From an optimization exercise on the open Yosys and OpenROAD flow, aimed at small area, a short achievable clock period and few clock cycles per item; shortcuts taken in it are not production practice.
RTL that was checked went through simulation tests only; none was proved equivalent to the original.
For run 3, only the layout was checked, not whether the RTL still works.

[design/flow/design.v]
package ebpc_pkg;
  localparam logic [5-1:0] ALL_ONES = 5'b00000;
  localparam logic [5-1:0] DBXZ_DBPNZ = 5'b00001;
  localparam logic [5-1:0] TWO_ONES_PREFIX = 5'b00010;
  localparam logic [5-1:0] SINGLE_ONE_PREFIX = 5'b00011;
  parameter int unsigned   LOG_MAX_WORDS = 24;
  parameter int unsigned   LOG_MAX_ZRLE_LEN = 4;
  parameter int unsigned   MAX_ZRLE_LEN = 2**LOG_MAX_ZRLE_LEN;
  parameter int unsigned   LOG_DATA_W = 3;  
  parameter int unsigned   DATA_W = 2**LOG_DATA_W;
  parameter int unsigned   BLOCK_SIZE = 8;
  parameter int unsigned   MAX_SYMB_LEN = BLOCK_SIZE > 3+$clog2(DATA_W) ? (BLOCK_SIZE > 5+$clog2(BLOCK_SIZE) ? BLOCK_SIZE : 5+$clog2(BLOCK_SIZE)): (3+$clog2(DATA_W)> 5+$clog2(BLOCK_SIZE)? 3+$clog2(DATA_W) : 5+$clog2(BLOCK_SIZE));
  typedef enum             {
                            TWO,
                            THREE_PLUS_LOGM,
                            FIVE,
                            FIVE_PLUS_LOGN,
                            N
                            } symb_len_t;
  typedef struct packed {
    logic [0:DATA_W] [BLOCK_SIZE-2:0] dbp;
    logic [DATA_W-1:0]                base;
  } dbp_block_t;
  typedef struct packed {
    logic [MAX_SYMB_LEN-1:0] symb;
    symb_len_t            len;
    logic                 zero;
  } encoding_t;
endpackage  
module shift_streamer #(
  parameter int unsigned IW = 8    
) (
  input  logic          clk_i,
  input  logic          rst_ni,
  input  logic          vld_i,
  input  logic [IW-1:0] data_i,    
  input  logic [3:0]    len_i,
  input  logic          end_i,
  output logic          room_o,
  output logic          room_d_o,  
  output logic [7:0]    data_o,
  output logic          last_o,
  output logic          vld_o,
  input  logic          rdy_i
);
  logic [15:0] acc_d, acc_q;
  logic [4:0]  cnt_d, cnt_q;
  logic [1:0]  lb_d, lb_q;       
  logic [7:0]  o_d, o_q;
  logic        ol_d, ol_q, ov_d, ov_q, ovo_q;
  assign room_o   = (cnt_q <= 5'(16 - IW));
  assign room_d_o = (cnt_d <= 5'(16 - IW));
  assign data_o = o_q;
  assign last_o = ol_q;
  assign vld_o  = ovo_q;    
  always_comb begin
    logic [15:0] a;
    logic [4:0]  t, tp;
    logic [1:0]  lbn;
    logic        move, ge8;
    a   = acc_q;
    t   = cnt_q;
    if (vld_i) begin
      a = acc_q | ({data_i, {(16-IW){1'b0}}} >> cnt_q[3:0]);
      t = cnt_q + 5'(len_i);
    end
    tp  = t;
    lbn = lb_q;
    if (vld_i && end_i) begin
      if (t <= 5'd8) begin
        tp  = 5'd8;
        lbn = lb_q | 2'b10;
      end else begin
        tp  = 5'd16;
        lbn = lb_q | 2'b01;
      end
    end
    ge8 = (cnt_q >= 5'd8);
    if (vld_i) begin
      for (int l = 1; l <= IW; l++)
        if (len_i == 4'(l))
          ge8 = (cnt_q >= 5'(8 - l));
      if (end_i)
        ge8 = 1'b1;
    end
    move = ge8 && (!ov_q || rdy_i);
    o_d  = o_q;
    ol_d = ol_q;
    if (move) begin
      acc_d = {a[7:0], 8'd0};
      cnt_d = tp - 5'd8;
      lb_d  = {lbn[0], 1'b0};
      o_d   = a[15:8];
      ol_d  = lbn[1];
      ov_d  = 1'b1;
    end else begin
      acc_d = a;
      cnt_d = tp;
      lb_d  = lbn;
      ov_d  = ov_q && !rdy_i;
    end
  end
  always_ff @(posedge clk_i or negedge rst_ni) begin
    if (~rst_ni) begin
      acc_q <= '0;
      cnt_q <= '0;
      lb_q  <= '0;
      ov_q  <= 1'b0;
    end else begin
      acc_q <= acc_d;
      cnt_q <= cnt_d;
      lb_q  <= lb_d;
      ov_q  <= ov_d;
    end
  end
  always_ff @(posedge clk_i) begin
    ovo_q <= ov_d;
    o_q  <= o_d;
    ol_q <= ol_d;
  end
endmodule
import ebpc_pkg::*;
module dbx_compressor (
  input  logic [BLOCK_SIZE-2:0] dbp_i,
  input  logic [BLOCK_SIZE-2:0] dbx_i,
  output logic [7:0]            symb_o,
  output logic                  short_o     
);
  always_comb begin
    logic single, pair;
    logic [2:0] pos;
    single = 1'b0;
    pair   = 1'b0;
    pos    = '0;
    for (int i = 0; i < 7; i++)
      if (dbx_i == 7'(1 << i)) begin
        single = 1'b1;
        pos    = 3'(6 - i);
      end
    for (int i = 0; i < 6; i++)
      if (dbx_i == 7'(3 << i)) begin
        pair = 1'b1;
        pos  = 3'(5 - i);
      end
    short_o = 1'b0;
    if (&dbx_i) begin
      symb_o  = {ALL_ONES, 3'b000};
      short_o = 1'b1;
    end else if (~|dbp_i) begin
      symb_o  = {DBXZ_DBPNZ, 3'b000};
      short_o = 1'b1;
    end else if (single)
      symb_o = {SINGLE_ONE_PREFIX, pos};
    else if (pair)
      symb_o = {TWO_ONES_PREFIX, pos};
    else
      symb_o = {1'b1, dbx_i};
  end
endmodule
import ebpc_pkg::*;
module dbp_dbx_enc (
  input  logic                                   clk_i,
  input  logic                                   rst_ni,
  input  logic                                   take_i,     
  input  logic                                   nz_i,
  input  logic                                   last_i,
  input  logic [DATA_W-1:0]                      data_i,
  input  logic                                   coder_free_i,
  output logic                                   nz_ok_o,    
  output logic                                   full_d_o,
  input  logic                                   coder_free_d_i,
  output logic                                   nz_ok_d_o,  
  output logic                                   xfer_o,     
  output logic                                   tag_o,      
  output logic                                   open_o,     
  output logic                                   res_nz_o,   
  output logic                                   res_last_o, 
  output logic [0:BLOCK_SIZE-1][DATA_W-1:0]      words_o
);
  logic [0:BLOCK_SIZE-1][DATA_W-1:0] slot_q;
  logic [3:0]                        n_q, n_d, n_base;
  logic                              sealed_q, sealed_d;
  assign nz_ok_o   = (sealed_q || n_q == 4'd8) ? coder_free_i : 1'b1;
  assign full_d_o  = sealed_d || n_d == 4'd8;
  assign nz_ok_d_o = full_d_o ? coder_free_d_i : 1'b1;
  assign xfer_o     = coder_free_i && (sealed_q || n_q == 4'd8);
  assign tag_o      = sealed_q || (take_i && last_i && !nz_i);
  assign open_o     = !tag_o && !(take_i && nz_i);
  assign res_nz_o   = take_i && nz_i;
  assign res_last_o = take_i && last_i && !nz_i && n_q == 4'd0;
  always_comb
    for (int k = 0; k < BLOCK_SIZE; k++)
      words_o[k] = (4'(k) < n_q) ? slot_q[k] : '0;
  always_comb begin
    n_base   = xfer_o ? 4'd0 : n_q;
    n_d      = n_base;
    sealed_d = xfer_o ? 1'b0 : sealed_q;
    if (take_i && nz_i)
      n_d = n_base + 4'd1;
    if (take_i && last_i && (nz_i || n_base != 4'd0))
      sealed_d = 1'b1;
  end
  always_ff @(posedge clk_i or negedge rst_ni) begin
    if (~rst_ni) begin
      n_q      <= '0;
      sealed_q <= 1'b0;
    end else begin
      n_q      <= n_d;
      sealed_q <= sealed_d;
    end
  end
  always_ff @(posedge clk_i)
    for (int k = 0; k < BLOCK_SIZE; k++)
      if (take_i && nz_i && n_base == 4'(k))
        slot_q[k] <= data_i;
endmodule
import ebpc_pkg::*;
module seq_coder (
  input  logic                            clk_i,
  input  logic                            rst_ni,
  input  logic                            xfer_i,
  input  logic                            tag_i,
  input  logic                            open_i,
  input  logic                            res_nz_i,
  input  logic                            res_last_i,
  input  logic [DATA_W-1:0]               base_i,
  input  logic [0:BLOCK_SIZE-1][DATA_W-1:0] words_i,
  input  logic                            room_i,     
  output logic                            free_o,     
  output logic                            busy_d_o,
  output logic                            vld_o,
  output logic [7:0]                      code_o,
  output logic [3:0]                      len_o,
  output logic                            end_o
);
  logic [0:BLOCK_SIZE-1][DATA_W-1:0] e_d, e_q;     
  logic [1:BLOCK_SIZE-1]           b_d, b_q, b_n;  
  logic [BLOCK_SIZE-2:0]           p_n, p_0;       
  logic [BLOCK_SIZE-2:0]           q_q, q_d;       
  logic [BLOCK_SIZE-2:0]           p, x;
  logic [3:0]                      s_d, s_q;       
  logic [3:0]                      zr_d, zr_q;     
  logic                            xz_d, xz_q;     
  logic                            sl_d, sl_q;     
  logic                            xz2_d, xz2_q;   
  logic [1:BLOCK_SIZE-1]           z8;
  logic                            busy_d, busy_q, tag_d, tag_q, open_d, open_q;
  logic [7:0]                      symb;
  logic                            symb_short;
  assign free_o   = !busy_q && room_i;
  assign busy_d_o = busy_d;
  always_comb
    for (int k = 1; k < BLOCK_SIZE; k++) begin
      p[BLOCK_SIZE-1-k]   = e_q[k][0] ^ e_q[k-1][0] ^ b_q[k];
      b_n[k]              = (!e_q[k][0] && e_q[k-1][0]) || (!(e_q[k][0] ^ e_q[k-1][0]) && b_q[k]);
      p_n[BLOCK_SIZE-1-k] = e_q[k][1] ^ e_q[k-1][1] ^ b_n[k];
      p_0[BLOCK_SIZE-1-k] = words_i[k][0] ^ words_i[k-1][0];
      z8[k] = (e_q[k][1] == e_q[k-1][1]) || (b_n[k] == e_q[k-1][1]);
    end
  assign x = p ^ q_q;
  dbx_compressor compressor_i (
    .dbp_i  (p),
    .dbx_i  (x),
    .symb_o (symb),
    .short_o(symb_short)
  );
  always_comb begin
    logic adv, lastz, fin;
    logic [3:0] zeros;
    adv    = 1'b0;
    lastz  = 1'b0;
    fin    = 1'b0;
    busy_d = busy_q;
    tag_d  = tag_q;
    open_d = open_q;
    if (open_q && res_nz_i)
      open_d = 1'b0;
    if (open_q && res_last_i) begin
      open_d = 1'b0;
      tag_d  = 1'b1;
    end
    s_d    = s_q;
    zr_d   = zr_q;
    e_d    = e_q;
    b_d    = b_q;
    q_d    = q_q;
    vld_o  = 1'b0;
    code_o = '0;
    len_o  = '0;
    end_o  = 1'b0;
    zeros  = zr_q;
    xz_d   = xz_q;
    xz2_d  = xz2_q;
    sl_d   = sl_q;
    if (xfer_i) begin
      vld_o  = 1'b1;
      code_o = base_i;
      len_o  = 4'd8;
      busy_d = 1'b1;
      tag_d  = tag_i;
      open_d = open_i;
      s_d    = '0;
      zr_d   = '0;
      e_d    = words_i;
      b_d    = '0;
      q_d    = '0;
      sl_d   = 1'b0;
      xz_d   = (p_0 == '0);
      xz2_d  = 1'b0;
    end else if (busy_q) begin
      lastz = (s_q == 4'(DATA_W-1)) && xz_q && xz2_q;
      fin   = sl_q || lastz;
      if (xz_q && !fin) begin
        adv  = 1'b1;
        zr_d = zr_q + 4'd1;
      end else if (room_i && !(fin && open_q)) begin
        vld_o = 1'b1;
        if (xz_q || zr_q != '0) begin
          if (xz_q)
            zeros = zr_q + (lastz ? 4'd2 : 4'd1);
          if (zeros == 4'd1) begin
            code_o = 8'b01000000;
            len_o  = 4'd2;
          end else begin
            code_o = {3'b001, 3'(zeros - 4'd2), 2'b00};
            len_o  = 4'd6;
          end
          zr_d = '0;
        end else begin
          code_o = symb;
          len_o  = symb_short ? 4'd5 : 4'd8;
        end
        if (xz_q || zr_q == '0) begin
          if (fin) begin
            busy_d = 1'b0;
            end_o  = tag_q;
          end else
            adv = 1'b1;
        end
      end
      if (adv) begin
        s_d  = s_q + 4'd1;
        sl_d = (s_q == 4'(DATA_W-1));
        q_d  = p;
        xz_d  = (p_n == p);
        xz2_d = &z8;    
        b_d  = b_n;
        for (int k = 0; k < BLOCK_SIZE; k++)
          e_d[k] = {e_q[k][DATA_W-1], e_q[k][DATA_W-1:1]};
      end
    end
  end
  always_ff @(posedge clk_i or negedge rst_ni) begin
    if (~rst_ni) begin
      busy_q <= 1'b0;
      open_q <= 1'b0;
    end else begin
      busy_q <= busy_d;
      open_q <= open_d;
    end
  end
  always_ff @(posedge clk_i) begin
    tag_q <= tag_d;
    xz_q  <= xz_d;
    xz2_q <= xz2_d;
    sl_q  <= sl_d;
    s_q   <= s_d;
    zr_q  <= zr_d;
    e_q   <= e_d;
    b_q   <= b_d;
    q_q   <= q_d;
  end
endmodule
module zrle (
  input  logic       clk_i,
  input  logic       rst_ni,
  input  logic       vld_i,       
  input  logic       nz_i,        
  input  logic       last_i,      
  output logic [5:0] code_o,      
  output logic [3:0] len_o
);
  logic [3:0] zc_d, zc_q;
  always_comb begin
    zc_d   = zc_q;
    code_o = '0;
    len_o  = '0;
    if (nz_i) begin
      zc_d = '0;
      if (zc_q != '0) begin
        code_o = {1'b0, zc_q - 4'd1, 1'b1};
        len_o  = 4'd6;
      end else begin
        code_o = 6'b100000;
        len_o  = 4'd1;
      end
    end else if (zc_q == 4'd15 || last_i) begin
      zc_d   = '0;
      code_o = {1'b0, zc_q, 1'b0};
      len_o  = 4'd5;
    end else begin
      zc_d = zc_q + 4'd1;
    end
  end
  always_ff @(posedge clk_i or negedge rst_ni) begin
    if (~rst_ni) zc_q <= '0;
    else if (vld_i) zc_q <= zc_d;
  end
endmodule
module done_gen (
  input  logic clk_i,
  input  logic rst_ni,
  input  logic znz_fin_i,
  input  logic bpc_fin_i,
  output logic blk_done_o
);
  logic signed [3:0] diff_d, diff_q;
  logic              done_d, done_q;
  assign blk_done_o = done_q;
  always_comb begin
    diff_d = diff_q;
    done_d = 1'b0;
    if (znz_fin_i && bpc_fin_i) begin
      done_d = 1'b1;
    end else if (znz_fin_i) begin
      done_d = (diff_q < 0);
      diff_d = diff_q + 4'sd1;
    end else if (bpc_fin_i) begin
      done_d = (diff_q > 0);
      diff_d = diff_q - 4'sd1;
    end
  end
  always_ff @(posedge clk_i or negedge rst_ni) begin
    if (~rst_ni) begin
      diff_q <= '0;
      done_q <= 1'b0;
    end else begin
      diff_q <= diff_d;
      done_q <= done_d;
    end
  end
endmodule
import ebpc_pkg::*;
module ebpc_encoder
  (
   input logic               clk_i,
   input logic               rst_ni,
   input logic [DATA_W-1:0]  data_i,
   input logic               last_i,
   input logic               vld_i,
   output logic              rdy_o,
   output logic              idle_o,
   output logic [DATA_W-1:0] znz_data_o,
   output logic              znz_last_o,
   output logic              znz_vld_o,
   input logic               znz_rdy_i,
   output logic [DATA_W-1:0] bpc_data_o,
   output logic              bpc_last_o,
   output logic              bpc_vld_o,
   input logic               bpc_rdy_i,
   output logic              blk_done_o
   );
  logic              iv_q;
  logic [DATA_W-1:0] id_q;
  logic              il_q, inz_q;
  logic              take;
  logic              znz_room, nz_ok;
  logic [5:0]        znz_code;
  logic [3:0]        znz_len;
  logic              coder_free, xfer, xfer_tag;
  logic [0:BLOCK_SIZE-1][DATA_W-1:0] words;
  logic              bpc_room, code_vld, code_end;
  logic [7:0]        code;
  logic [3:0]        code_len;
  logic              xfer_open, res_nz, res_last;
  logic              full_d, coder_busy_d;
  logic              cv_q, ce_q, code_free;
  logic [7:0]        cd_q;
  logic [3:0]        cl_q;
  assign idle_o = 1'b0;
  logic              ok_q, ok_d, iv_d, inz_d;
  logic              znz_room_d, nz_ok_d, coder_free_d, bpc_room_d, cv_d;
  logic              accept;
  logic              rdy_q;    
  assign take   = iv_q && ok_q;
  assign rdy_o  = rdy_q;
  assign accept = vld_i && (!iv_q || ok_q);
  assign iv_d         = accept || (iv_q && !take);
  assign inz_d        = accept ? |data_i : inz_q;
  assign cv_d         = code_free ? code_vld : cv_q;
  assign coder_free_d = !coder_busy_d && (!cv_d || bpc_room_d);
  assign ok_d         = znz_room_d && (!inz_d || nz_ok_d);
  always_ff @(posedge clk_i or negedge rst_ni) begin
    if (~rst_ni)
      iv_q <= 1'b0;
    else
      iv_q <= iv_d;
  end
  always_ff @(posedge clk_i) begin
    ok_q  <= ok_d;
    rdy_q <= !iv_d || ok_d;
    if (accept) begin
      id_q  <= data_i;
      il_q  <= last_i;
      inz_q <= |data_i;
    end
  end
  zrle zrle_i (
    .clk_i (clk_i),
    .rst_ni(rst_ni),
    .vld_i (take),
    .nz_i  (inz_q),
    .last_i(il_q),
    .code_o(znz_code),
    .len_o (znz_len)
  );
  shift_streamer #(.IW(6)) znz_pack_i (
    .clk_i (clk_i),
    .rst_ni(rst_ni),
    .vld_i (take),
    .data_i(znz_code),
    .len_i (znz_len),
    .end_i (il_q),
    .room_o(znz_room),
    .room_d_o(znz_room_d),
    .data_o(znz_data_o),
    .last_o(znz_last_o),
    .vld_o (znz_vld_o),
    .rdy_i (znz_rdy_i)
  );
  dbp_dbx_enc collect_i (
    .clk_i       (clk_i),
    .rst_ni      (rst_ni),
    .take_i      (take),
    .nz_i        (inz_q),
    .last_i      (il_q),
    .data_i      (id_q),
    .coder_free_i(coder_free),
    .nz_ok_o     (nz_ok),
    .full_d_o    (full_d),
    .coder_free_d_i(coder_free_d),
    .nz_ok_d_o   (nz_ok_d),
    .xfer_o      (xfer),
    .tag_o       (xfer_tag),
    .open_o      (xfer_open),
    .res_nz_o    (res_nz),
    .res_last_o  (res_last),
    .words_o     (words)
  );
  seq_coder coder_i (
    .clk_i  (clk_i),
    .rst_ni (rst_ni),
    .xfer_i (xfer),
    .tag_i  (xfer_tag),
    .open_i (xfer_open),
    .res_nz_i  (res_nz),
    .res_last_i(res_last),
    .base_i (words[0]),
    .words_i(words),
    .room_i (code_free),
    .free_o (coder_free),
    .busy_d_o(coder_busy_d),
    .vld_o  (code_vld),
    .code_o (code),
    .len_o  (code_len),
    .end_o  (code_end)
  );
  assign code_free = !cv_q || bpc_room;
  always_ff @(posedge clk_i or negedge rst_ni) begin
    if (~rst_ni)
      cv_q <= 1'b0;
    else if (code_free)
      cv_q <= code_vld;
  end
  always_ff @(posedge clk_i) begin
    if (code_free) begin
      cd_q <= code;
      cl_q <= code_len;
      ce_q <= code_end;
    end
  end
  shift_streamer #(.IW(8)) bpc_pack_i (
    .clk_i (clk_i),
    .rst_ni(rst_ni),
    .vld_i (cv_q && bpc_room),
    .data_i(cd_q),
    .len_i (cl_q),
    .end_i (ce_q),
    .room_o(bpc_room),
    .room_d_o(bpc_room_d),
    .data_o(bpc_data_o),
    .last_o(bpc_last_o),
    .vld_o (bpc_vld_o),
    .rdy_i (bpc_rdy_i)
  );
  done_gen done_gen_i (
    .clk_i     (clk_i),
    .rst_ni    (rst_ni),
    .znz_fin_i (znz_vld_o && znz_rdy_i && znz_last_o),
    .bpc_fin_i (bpc_vld_o && bpc_rdy_i && bpc_last_o),
    .blk_done_o(blk_done_o)
  );
endmodule  
[design/flow/flow/run.sh]
#!/bin/bash
# Standard layout, with repair_timing asked for extra setup slack against
# the design's own constraints (same SDC, same clock period).
cp standard.sh standard_copy.sh.txt 2>/dev/null
export SETUP_SLACK_MARGIN=8.6
export CTS_ARGS="-sink_clustering_enable -repair_clock_nets -sink_clustering_size 25 -sink_clustering_max_diameter 100 -dont_use_dummy_load"
bash standard.sh > standard_flow.log 2>&1
[design/flow/standard.sh]
#!/bin/bash
# synth_recipe.tcl (not shown) runs the flow's synth.tcl, then flattens the netlist and writes it again
# the make line also repeats each setting of config.mk as NAME=value (left out here)
make -C /OpenROAD-flow-scripts/flow DESIGN_CONFIG=/design/flow/config.mk WORK_HOME=/design/flow/orfs CLKGATE_MAP_FILE= SYNTH_SCRIPT=/design/flow/synth_recipe.tcl "${@:-finish}"
[design/flow/config.mk]
export PLATFORM = sky130hd
export DESIGN_NAME = ebpc_encoder
export DESIGN_NICKNAME = ebpc_encoder
export VERILOG_FILES = /design/flow/design.v
export SDC_FILE = /design/flow/constraint.sdc
export NUM_CORES = 4
export LEC_CHECK = 0
export ABC_AREA = 1
export CAP_MARGIN = 20
export CORE_MARGIN = 2
export CORE_UTILIZATION = 55
export CTS_CLUSTER_DIAMETER = 100
export CTS_CLUSTER_SIZE = 25
export PLACE_DENSITY = 0.7
export SLEW_MARGIN = 20
[design/flow/constraint.sdc]
create_clock -name core_clock -period 12.0 [get_ports {clk_i}]
set_input_delay 2.4000 -clock core_clock [delete_from_list [all_inputs] [get_ports {clk_i}]]
set_output_delay 2.4000 -clock core_clock [all_outputs]
set_load 0.01 [all_outputs]
==> results of run 1 <==
[per-layer routing]
metal / part of all wire (%) / track usage, %
met5: 0 / 0
met4: 2.0 / 4.54
met3: 4.3 / 2.19
met2: 47 / 36.8
met1: 47 / 32.1
[final timing paths]
path | endpoint | from
worst min register to register | coder_i.sl_q | coder_i.sl_q
worst min-delay path | coder_i.sl_q | coder_i.sl_q
max in group asynchronous | bpc_pack_i.cnt_q[0] | rst_ni
worst max register to register | cd_q[7] | coder_i.e_q[48]
min in group asynchronous | done_gen_i.done_q | rst_ni
worst max-delay path | znz_last_o | znz_pack_i.ol_q
[cells in the mapped netlist (4+ instances only)]
| cell | n |
|---|---|
| nor2_1 | 106 |
| nand2_1 | 301 |
| nor2_2 | 4 |
| nand3_1 | 54 |
| a31oi_1 | 8 |
| o22ai_1 | 6 |
| dfxtp_1 | 29 |
| o21ai_1 | 10 |
| edfxtp_1 | 170 |
| nand4_1 | 8 |
| nand2_2 | 8 |
| inv_2 | 6 |
| o221ai_1 | 4 |
| clkbuf_1 | 23 |
| buf_2 | 8 |
| o21ai_0 | 149 |
| clkinv_1 | 4 |
| nand3b_1 | 6 |
| nor3_1 | 19 |
| inv_1 | 130 |
| ha_1 | 22 |
| xnor2_1 | 14 |
| nand2_4 | 4 |
| xor2_1 | 25 |
| or2_2 | 10 |
| o21bai_1 | 17 |
| o211ai_1 | 5 |
| a21oi_1 | 47 |
| fa_1 | 11 |
| dfrtp_1 | 66 |
[flip-flops by register name, summed over array words and instances (netlist names), 5 cells and up]
signal,count
coder_i.e_q,64
collect_i.slot_q,64
bpc_pack_i.acc_q,16
znz_pack_i.acc_q,16
bpc_pack_i.o_q,8
cd_q,8
id_q,8
znz_pack_i.o_q,8
coder_i.b_q,7
coder_i.q_q,7
bpc_pack_i.cnt_q,5
znz_pack_i.cnt_q,5
[stage by stage]
step | hold slack (ps) | cells
2_1_floorplan | 441 | 1314
3_3_place_gp | 459 | 1602
3_5_place_dp | 459 | 1602
4_1_cts | 482 | 1627
5_1_grt | 498 | 1628
6_report | 479 | 1628
[layout make-up]
class | instances | area [um2] | share of cell area, %
flip-flops and latches | 265 | 7340 | 53.1
multi-input cells | 872 | 4820 | 34.8
inverters | 140 | 541 | 3.91
repair buffers | 51 | 405 | 2.93
well taps | 285 | 357 | 2.58
clock buffers | 14 | 350 | 2.53
repair inverters | 1 | 7.51 | 0.0543
[what timing repair did]
action / in CTS / in global routing
endpoints found under the setup margin: 232 / 121
cloned: 3 / 0
hold buffers: 0 / 0
gates resized for setup: 115 / 18
pin swaps: 1 / 1
buffers inserted: 8 / 1
[cells by family after synthesis]
group           Yosys count  share of synthesized area [%]
compound gates          268                           12.0
xor+xnor                 41                           2.95
fa+ha+maj                33                           3.90
buf+inv                 178                           5.61
flops                   265                           57.8
mux                       1                         0.0789
other cells               1                         0.0295
simple gates            527                           17.6
==> metrics.cfg, run 1 <==
[status]
status=no timing/DRC/antenna violations

[setup_path]
slowest_delay_ps=400
rrSetupSlack_ps=8860
cp-end-kind=primary output
crit_chain=buf_2
crit_family=flip-flops
start_kind=flop
cp.depth=1
reg2reg_depth=13
arrival_ps=1060
path_buf_inv=1
path_max_fanout=2
worstPathRequired_ps=9600
slowest_stage=edfxtp_1
worstSetupPathType=flop to primary output

[logic_synthesis]
yosys-top-cells-area=edfxtp_1 (40%), dfrtp_1 (13%), nand2_1 (8.9%)
yosysUniqueCellTypes=55
synth_cells=1314
synth.avg_cell_area_um2=9.66
synthesis.nets=1361
yosysWarnings=8
synth_area_mm2=0.0127
ys.flop_type=edfxtp_1
yosys.area.top_type=edfxtp_1
ys_ff_latch=265
ys_seq_area_share_pct=57.8
synthArstFlopShare_pct=24.9
synth-edff-count=170
synth_top_area_share_pct=40.2

[sta]
period_minus_slack_ps=3460
finalCritPeriodShare_pct=28.8
tns_ps=0
finalClockSkew_ps=49.9
max_freq_mhz=289
hold_viol=0
rsz0062_at_grt=yes
slew_headroom_pct=42.0
report.final.setup_viol=0
tightestPinTransition_ps=871
slew_viol_final=0
setup_ws_ps=8540

[global_routing]
grt_pass1_vias=8624
grtUsageTotal_pct=22.1
grt_pass1_wl_um=43300
grt.overflow.total=0
grt_max_degree=78
antenna_found_initial=0

[clock_tree]
cts_tree=built
cts_buffers=14
root_buffer=clkbuf_16
htreeDepth=1
insertion_delay_ps=500
cts.reportedPaths.clkPinSlew_ps=100
clock_path_buffers=3
cts.sinks=265

[hold_path]
hold_class=flop to flop
hold_depth=1

[floorplanning]
initial_utilization_pct=56.1
die_y_um=156
core_mm2=0.0226
fp.dieArea_mm2=0.0243
ioPinCount=37
die_x_um=156
fp-row-count=55

[drt]
drc=0
routedWlPerCell_um=16.0
vias=8954
post_drt_via_cell_ratio=5.50
drt_first_iter_violations=652
wirelength_um=26000
antenna_left=0
drtPass1Iterations=5

[finish]
diodes=0
post-route-cell-area_mm2=0.0138
n_fill_cell=1906
syn_to_final_growth_pct=8.88
drive_gt1_share_pct=9.61
layout.nets=1392
most-common-layout-cells=nand2_1 (297), edfxtp_1 (170), o21ai_0 (148), inv_1 (127), nor2_1 (102)
utilization_pct=61.0
final_common_cell=nand2_1

[place]
dp_hpwl_um=17700
pre_cts_ws_ps=7300
numPortBuffers=35
postPlaceCellArea_mm2=0.0133
routabilityCongestion=0.840

[job]
cap_violations=0

Testbench counts, summed over its fixed seeds: cycles 28,903, words 28,155.
==> run 2: changes to the inputs <==
--- a/design/flow/config.mk
+++ b/design/flow/config.mk
@@ -10,6 +10,6 @@
 export CORE_MARGIN = 2
-export CORE_UTILIZATION = 55
+export CORE_UTILIZATION = 65
 export CTS_CLUSTER_DIAMETER = 100
 export CTS_CLUSTER_SIZE = 25
-export PLACE_DENSITY = 0.7
+export PLACE_DENSITY = 0.8
 export SLEW_MARGIN = 20
==> metrics.cfg, run 2 <==
[floorplanning]
ioPinCount=37
fp-row-count=51
die_x_um=144
initial_utilization_pct=65.7
fp.dieArea_mm2=0.0207
die_y_um=144
core_mm2=0.0193

[finish]
largest_registers=coder_i.e_q (64), collect_i.slot_q (64)
most-common-layout-cells=nand2_1 (298), edfxtp_1 (170), o21ai_0 (149), inv_1 (125), nor2_1 (103)
diodes=0
final_common_cell=nand2_1
drive_gt1_share_pct=10.2
n_fill_cell=1408
utilization_pct=71.4
layout.nets=1397
syn_to_final_growth_pct=8.76

[drt]
met2WireLength_um=12800
wl_met3_um=1480
wirelength_um=26200
drt_first_iter_violations=816
antenna_left=0
drc=0
routedWlPerCell_um=16.2
vias=9213
drtPass1Iterations=5
met1_length_um=11500
post_drt_via_cell_ratio=5.71
top_layer=met4

[logic_synthesis]
synth-compound-area-share_pct=12.0
ys.flop_type=edfxtp_1
yosysUniqueCellTypes=55
synthSimpleGateAreaFrac_pct=17.6
yosysWarnings=8
synth_cells=1314
synth-edff-count=170
synth_area_mm2=0.0127
ys_seq_area_share_pct=57.8
ys_ff_latch=265
synth.avg_cell_area_um2=9.66
yosys.area_share.xor_xnor_pct=2.95
yosys.area.top_type=edfxtp_1
synth_most_common_cell=nand2_1
yosys-top-cells-area=edfxtp_1 (40%), dfrtp_1 (13%), nand2_1 (8.9%)
synthArstFlopShare_pct=24.9
synth_top_family_by_area=simple AND/OR/NAND/NOR gates
ys_top_cells_by_count=nand2_1 (301), edfxtp_1 (170), o21ai_0 (149)
synth_top_area_share_pct=40.2
yosys.area_share.adder_pct=3.90
synthesis.nets=1361
synthMuxAreaShare_pct=0.0789

[setup_path]
path_buf_inv=1
crit_family=flip-flops
crit_chain=buf_2
arrival_ps=1020
slowest_delay_ps=400
slowest_stage=edfxtp_1
worstSetupPathType=flop to primary output
start_kind=flop
cp-end-kind=primary output
path_max_fanout=1
worstPathRequired_ps=9600
rrSetupSlack_ps=8820

[sta]
slew_viol_final=0
period_minus_slack_ps=3420
hold_viol=0
report.final.setup_viol=0
tightestPinTransition_ps=866
rsz0062_at_grt=yes
slew_headroom_pct=42.3
finalCritPeriodShare_pct=28.5
finalClockSkew_ps=30.8
tns_ps=0
hold_ws_ps=488
max_freq_mhz=292

[clock_tree]
root_buffer=clkbuf_16
htreeDepth=1
cts.reportedPaths.clkPinSlew_ps=90
cts.sinks=265
cts_hold_buf=0
clock_path_buffers=3
insertion_delay_ps=490
cts_buffers=14
cts_tree=built

[global_routing]
grt_max_degree=83
grtUsageTotal_pct=25.1
grt_pass1_vias=8607
grt.overflow.total=0
antenna_found_initial=0
grt_pass1_wl_um=41600

[status]
status=no timing/DRC/antenna violations

[place]
routabilityCongestion=0.840
numPortBuffers=35
dp_hpwl_um=17500

[job]
cap_violations=0

[hold_path]
hold_class=flop to flop

[run 2: cell count changes in the layout (fill, tap and decap cells not counted), sizes merged]
cell      delta
buf          +5
bufbuf       -1
clkbuf       +1
clkinvlp     -2
inv          +1
nand2        +1
[run 2: area by class of cell]
class / count / area [um2] / area share (%)
clock buffers: 14 / 350 / 2.54
flip-flops and latches: 265 / 7350 / 53.2
repair buffers: 56 / 433 / 3.14
inverters: 140 / 536 / 3.88
well taps: 265 / 332 / 2.40
multi-input cells: 873 / 4810 / 34.8
[run 2: path summary, 6_finish.rpt]
path | startpoint | endpoint | depth (start not counted)
worst min-delay path | znz_pack_i.acc_q[5] | znz_pack_i.acc_q[5] | 2
worst max register to register | zrle_i.zc_q[1] | rdy_q | 23
worst min register to register | znz_pack_i.acc_q[5] | znz_pack_i.acc_q[5] | 2
worst max-delay path | znz_pack_i.o_q[5] | znz_data_o[5] | 1
max in group asynchronous | rst_ni | bpc_pack_i.cnt_q[2] | 2
min in group asynchronous | rst_ni | bpc_pack_i.acc_q[10] | 2
[run 2: cells by family (layout without fill, tap and decap cells)]
| group | after synthesis | after routing |
|---|---|---|
| muxes | 1 | 1 |
| buffers and inverters | 178 | 210 |
| other | 1 | 1 |
| DFF | 265 | 265 |
| AOI/OAI and AO/OA | 268 | 269 |
| xor gates and xnor gates | 41 | 41 |
| adders and majority gates | 33 | 33 |
| and+or+nand+nor | 527 | 528 |
[run 2: timing repair]
item,in CTS,in global routing
setup endpoints to repair,240,119
gates resized for setup,117,16
setup buffers,9,6
cloned,1,2
[run 2: per-stage QoR]
step / area [um2] / instances / setup WS [ps]
detailed placement: 13300 / 1581 / 7170
global route: 13800 / 1613 / 8540
CTS: 13700 / 1605 / 8580
global placement: 13300 / 1581 / 7340
finish: 13800 / 1613 / 8580
floorplan: 12700 / 1314 / 8610
[run 2: worst reg2reg max path: cells and delay by family (launching register included)]
family | cells | cell delay [ps]
and+or+nand+nor | 13 | 1140
adders and majority gates | 3 | 800
AOI/OAI and AO/OA | 3 | 420
DFF | 1 | 400
xor gates and xnor gates | 1 | 160
buffers and inverters | 3 | 150
[run 2: metal layers]
layer	vias up	GRT usage (%)
met1	4404	36.9
met2	293	40.8
met3	36	2.57
met5	-	0
li1	4480	-
met4	0	6.04
==> run 3: changes to the inputs <==
--- a/design/flow/design.v
+++ b/design/flow/design.v
@@ -237,3 +237,2 @@
   logic [1:BLOCK_SIZE-1]           b_d, b_q, b_n;  
-  logic [BLOCK_SIZE-2:0]           p_n, p_0;       
   logic [BLOCK_SIZE-2:0]           q_q, q_d;       
@@ -242,3 +241,5 @@
   logic [3:0]                      zr_d, zr_q;     
-  logic                            xz_d, xz_q;     
+  logic                            xz;             
+  logic [2:0]                      bi;             
+  logic [0:BLOCK_SIZE-1]           eb;             
   logic                            sl_d, sl_q;     
@@ -251,11 +252,14 @@
   assign busy_d_o = busy_d;
+  assign bi = s_q[3] ? 3'(DATA_W-1) : s_q[2:0];
+  always_comb
+    for (int k = 0; k < BLOCK_SIZE; k++)
+      eb[k] = e_q[k][bi];
   always_comb
     for (int k = 1; k < BLOCK_SIZE; k++) begin
-      p[BLOCK_SIZE-1-k]   = e_q[k][0] ^ e_q[k-1][0] ^ b_q[k];
-      b_n[k]              = (!e_q[k][0] && e_q[k-1][0]) || (!(e_q[k][0] ^ e_q[k-1][0]) && b_q[k]);
-      p_n[BLOCK_SIZE-1-k] = e_q[k][1] ^ e_q[k-1][1] ^ b_n[k];
-      p_0[BLOCK_SIZE-1-k] = words_i[k][0] ^ words_i[k-1][0];
-      z8[k] = (e_q[k][1] == e_q[k-1][1]) || (b_n[k] == e_q[k-1][1]);
+      p[BLOCK_SIZE-1-k] = eb[k] ^ eb[k-1] ^ b_q[k];
+      b_n[k]            = (!eb[k] && eb[k-1]) || (!(eb[k] ^ eb[k-1]) && b_q[k]);
+      z8[k] = (e_q[k][DATA_W-1] == e_q[k-1][DATA_W-1]) || (b_n[k] == e_q[k-1][DATA_W-1]);
     end
-  assign x = p ^ q_q;
+  assign x  = p ^ q_q;
+  assign xz = (x == '0);
   dbx_compressor compressor_i (
@@ -291,3 +295,2 @@
     zeros  = zr_q;
-    xz_d   = xz_q;
     xz2_d  = xz2_q;
@@ -307,8 +310,7 @@
       sl_d   = 1'b0;
-      xz_d   = (p_0 == '0);
       xz2_d  = 1'b0;
     end else if (busy_q) begin
-      lastz = (s_q == 4'(DATA_W-1)) && xz_q && xz2_q;
+      lastz = (s_q == 4'(DATA_W-1)) && xz && xz2_q;
       fin   = sl_q || lastz;
-      if (xz_q && !fin) begin
+      if (xz && !fin) begin
         adv  = 1'b1;
@@ -317,4 +319,4 @@
         vld_o = 1'b1;
-        if (xz_q || zr_q != '0) begin
-          if (xz_q)
+        if (xz || zr_q != '0) begin
+          if (xz)
             zeros = zr_q + (lastz ? 4'd2 : 4'd1);
@@ -332,3 +334,3 @@
         end
-        if (xz_q || zr_q == '0) begin
+        if (xz || zr_q == '0) begin
           if (fin) begin
@@ -344,7 +346,4 @@
         q_d  = p;
-        xz_d  = (p_n == p);
         xz2_d = &z8;    
         b_d  = b_n;
-        for (int k = 0; k < BLOCK_SIZE; k++)
-          e_d[k] = {e_q[k][DATA_W-1], e_q[k][DATA_W-1:1]};
       end
@@ -363,3 +362,2 @@
     tag_q <= tag_d;
-    xz_q  <= xz_d;
     xz2_q <= xz2_d;
==> design/flow/flow/run.sh (replaced) <==
#!/bin/bash
# Standard layout, with repair_timing asked for extra setup slack against
# the design's own constraints (same SDC, same clock period).
cp standard.sh standard_copy.sh.txt 2>/dev/null
export SETUP_SLACK_MARGIN=8.6
bash standard.sh > standard_flow.log 2>&1
--- a/design/flow/config.mk
+++ b/design/flow/config.mk
@@ -7,9 +7,8 @@
 export LEC_CHECK = 0
-export ABC_AREA = 1
 export CAP_MARGIN = 20
 export CORE_MARGIN = 2
-export CORE_UTILIZATION = 65
+export CORE_UTILIZATION = 55
 export CTS_CLUSTER_DIAMETER = 100
 export CTS_CLUSTER_SIZE = 25
-export PLACE_DENSITY = 0.8
+export PLACE_DENSITY = 0.7
 export SLEW_MARGIN = 20
==> metrics.cfg, run 3 <==
[logic_synthesis]
synth_area_mm2=0.0130
synth_top_area_share_pct=39.0
yosysWarnings=8
ys_top_cells_by_count=edfxtp_1 (169), nor2_1 (103), nand2_1 (67)
synth-edff-count=169
synthesis.nets=1147
ys.flop_type=edfxtp_1
synth_most_common_cell=edfxtp_1
yosysUniqueCellTypes=87
yosys.area.top_type=edfxtp_1
synthArstFlopShare_pct=25.0
synth_cells=1100
ys_ff_latch=264
synth.avg_cell_area_um2=11.8
yosys-top-cells-area=edfxtp_1 (39%), dfrtp_1 (13%), dfxtp_1 (4.5%)
ys_seq_area_share_pct=56.2

[sta]
finalClockSkew_ps=27.5
hold_viol=0
slew_viol_final=0
slew_headroom_pct=40.5
rsz0062_at_grt=yes
report.final.setup_viol=0
period_minus_slack_ps=4440
tightestPinTransition_ps=893
max_freq_mhz=225
finalCritPeriodShare_pct=37.0
tns_ps=0

[clock_tree]
root_buffer=clkbuf_16
clock_path_buffers=3
cts_buffers=14
insertion_delay_ps=500
cts.reportedPaths.clkPinSlew_ps=110
cts_tree=built
cts.sinks=264
htreeDepth=1
cts_hold_buf=0

[global_routing]
grtUsageTotal_pct=23.6
grt_max_degree=83
grt_pass1_wl_um=46100
grt_pass1_vias=8616
grt.overflow.total=0
antenna_found_initial=0

[setup_path]
cp-end-kind=flop
start_kind=flop
arrival_ps=4790
path_max_fanout=5
worstPathRequired_ps=12340
worstSetupPathType=flop to flop
reg2reg_depth=18

[status]
status=no timing/DRC/antenna violations

[finish]
final_common_cell=edfxtp_1
n_fill_cell=1701
regArea_mm2=0.00733
largest_registers=coder_i.e_q (64), collect_i.slot_q (64)
multi_input_area_mm2=0.00617
most-common-layout-cells=edfxtp_1 (169), nor2_1 (88), buf_4 (67), nand2_1 (62), dfrtp_1 (61)
drive_gt1_share_pct=26.6
layout.nets=1245
diodes=0
syn_to_final_growth_pct=19.9

[drt]
vias=9000
antenna_left=0
post_drt_via_cell_ratio=5.90
drt_first_iter_violations=655
drc=0
drtPass1Iterations=5
routedWlPerCell_um=19.1
wirelength_um=29100

[place]
dp_hpwl_um=17800
routabilityCongestion=0.851
numPortBuffers=35

[floorplanning]
ioPinCount=37
die_y_um=158
fp-row-count=56
core_mm2=0.0233
fp.dieArea_mm2=0.0249
die_x_um=158
initial_utilization_pct=55.7

[job]
cap_violations=0

[hold_path]
hold_depth=2
hold_class=flop to flop

[run 3: final timing paths]
kind / slack, ps / end / from
max: 7560 / cd_q[3] / coder_i.s_q[0]
min: 490 / bpc_pack_i.acc_q[2] / bpc_pack_i.acc_q[2]
min reg2reg: 490 / bpc_pack_i.acc_q[2] / bpc_pack_i.acc_q[2]
max reg2reg: 7560 / cd_q[3] / coder_i.s_q[0]
min in group asynchronous: 2070 / bpc_pack_i.acc_q[13] / rst_ni
max in group asynchronous: 9260 / bpc_pack_i.cnt_q[1] / rst_ni
[run 3: worst max-delay path: stages, from the launching register on]
cell       delay [ps]
dfxtp_4           370
nor2_4            180
buf_6             150
mux4_2            490
mux2_4            310
fa_2              620
xnor2_4           150
nand4_4           140
nor2_4            150
nand2_4            90
inv_4              80
ha_4              190
a21o_1            200
and3_4            200
o2111ai_4         170
a22oi_2           120
or3_4             370
a211o_1           250
o211ai_2           60
[run 3: cell type report]
class,count,share of cell area [%]
multi-input combinational,749,39.6
clock buffer,21,2.42
inverter,39,0.964
tap,319,2.56
sequential,264,47.0
timing repair buffer,130,7.24
clock inverter,3,0.193
[run 3: cells by family after synthesis]
kind of cell	synth area share [%]
and+or+nand+nor	14.7
DFF	56.2
AOI/OAI and AO/OA	12.8
buffers and inverters	2.75
muxes	6.47
xor gates and xnor gates	3.17
adders and majority gates	3.81
other	0.0289
[run 3: metal layers]
| metal | share of wire [%] | vias up | global-route usage, % |
|---|---|---|---|
| met4 | 2.3 | 0 | 6.02 |
| met3 | 4.6 | 53 | 2.76 |
| met5 | 0 | - | 0 |
| li1 | - | 4234 | - |
| met1 | 45 | 4458 | 34.3 |
| met2 | 48 | 255 | 38.0 |
[run 3: what timing repair did]
action                     4_1_cts  5_1_grt
buffers inserted                73       13
pin swaps                       53       26
gates resized for setup        204       53
gates cloned                     5        0
setup endpoints to repair      223      129
[run 3: through the flow]
stage          utilization, %  setup slack, ps  cell area (um2)  hold WS (ps)  cells
6_report                 66.8             7560            15600           488   1525
3_5_place_dp             59.3             6240            13800           470   1410
2_1_floorplan               -             7510            13300           442   1100
5_1_grt                  66.8             7410            15600           508   1525
4_1_cts                  65.4             7650            15300           491   1512
3_3_place_gp             59.3             6440            13800           461   1410

-- static timing again, ports no longer ideal --
In the flow no input, the clock included, has a driving cell. The finished layouts below were timed again as built, in two steps. Step 1, drivers: a clkbuf_16 drives clk_i and a buf_2 each remaining input, both assumed. Step 2 times the ports against the registers' clock, not the clock port: input delays grow and output delays shrink by t, the midpoint of the rising clock arrivals with the driver on. Slacks: ideal ports / drivers / drivers and shift; pairs: ideal ports / drivers.
| run | t (ns) | setup slack, ns | clock arrival spread, ns | pins driven straight from the clock port |
|---|---|---|---|---|
| run 1 | 0.522 | 8.545 / 8.498 / 8.216 | 0.051 / 0.051 | 1 |
| run 2 | 0.518 | 8.575 / 8.530 / 8.187 | 0.032 / 0.032 | 1 |
| run 3 | 0.536 | 7.557 / 7.557 / 7.557 | 0.028 / 0.029 | 1 |
After both steps setup and hold are still met in every run listed. For run 2, which loses most, drivers alone change the setup slack by -0.045 ns; drivers and shift together by -0.388 ns.
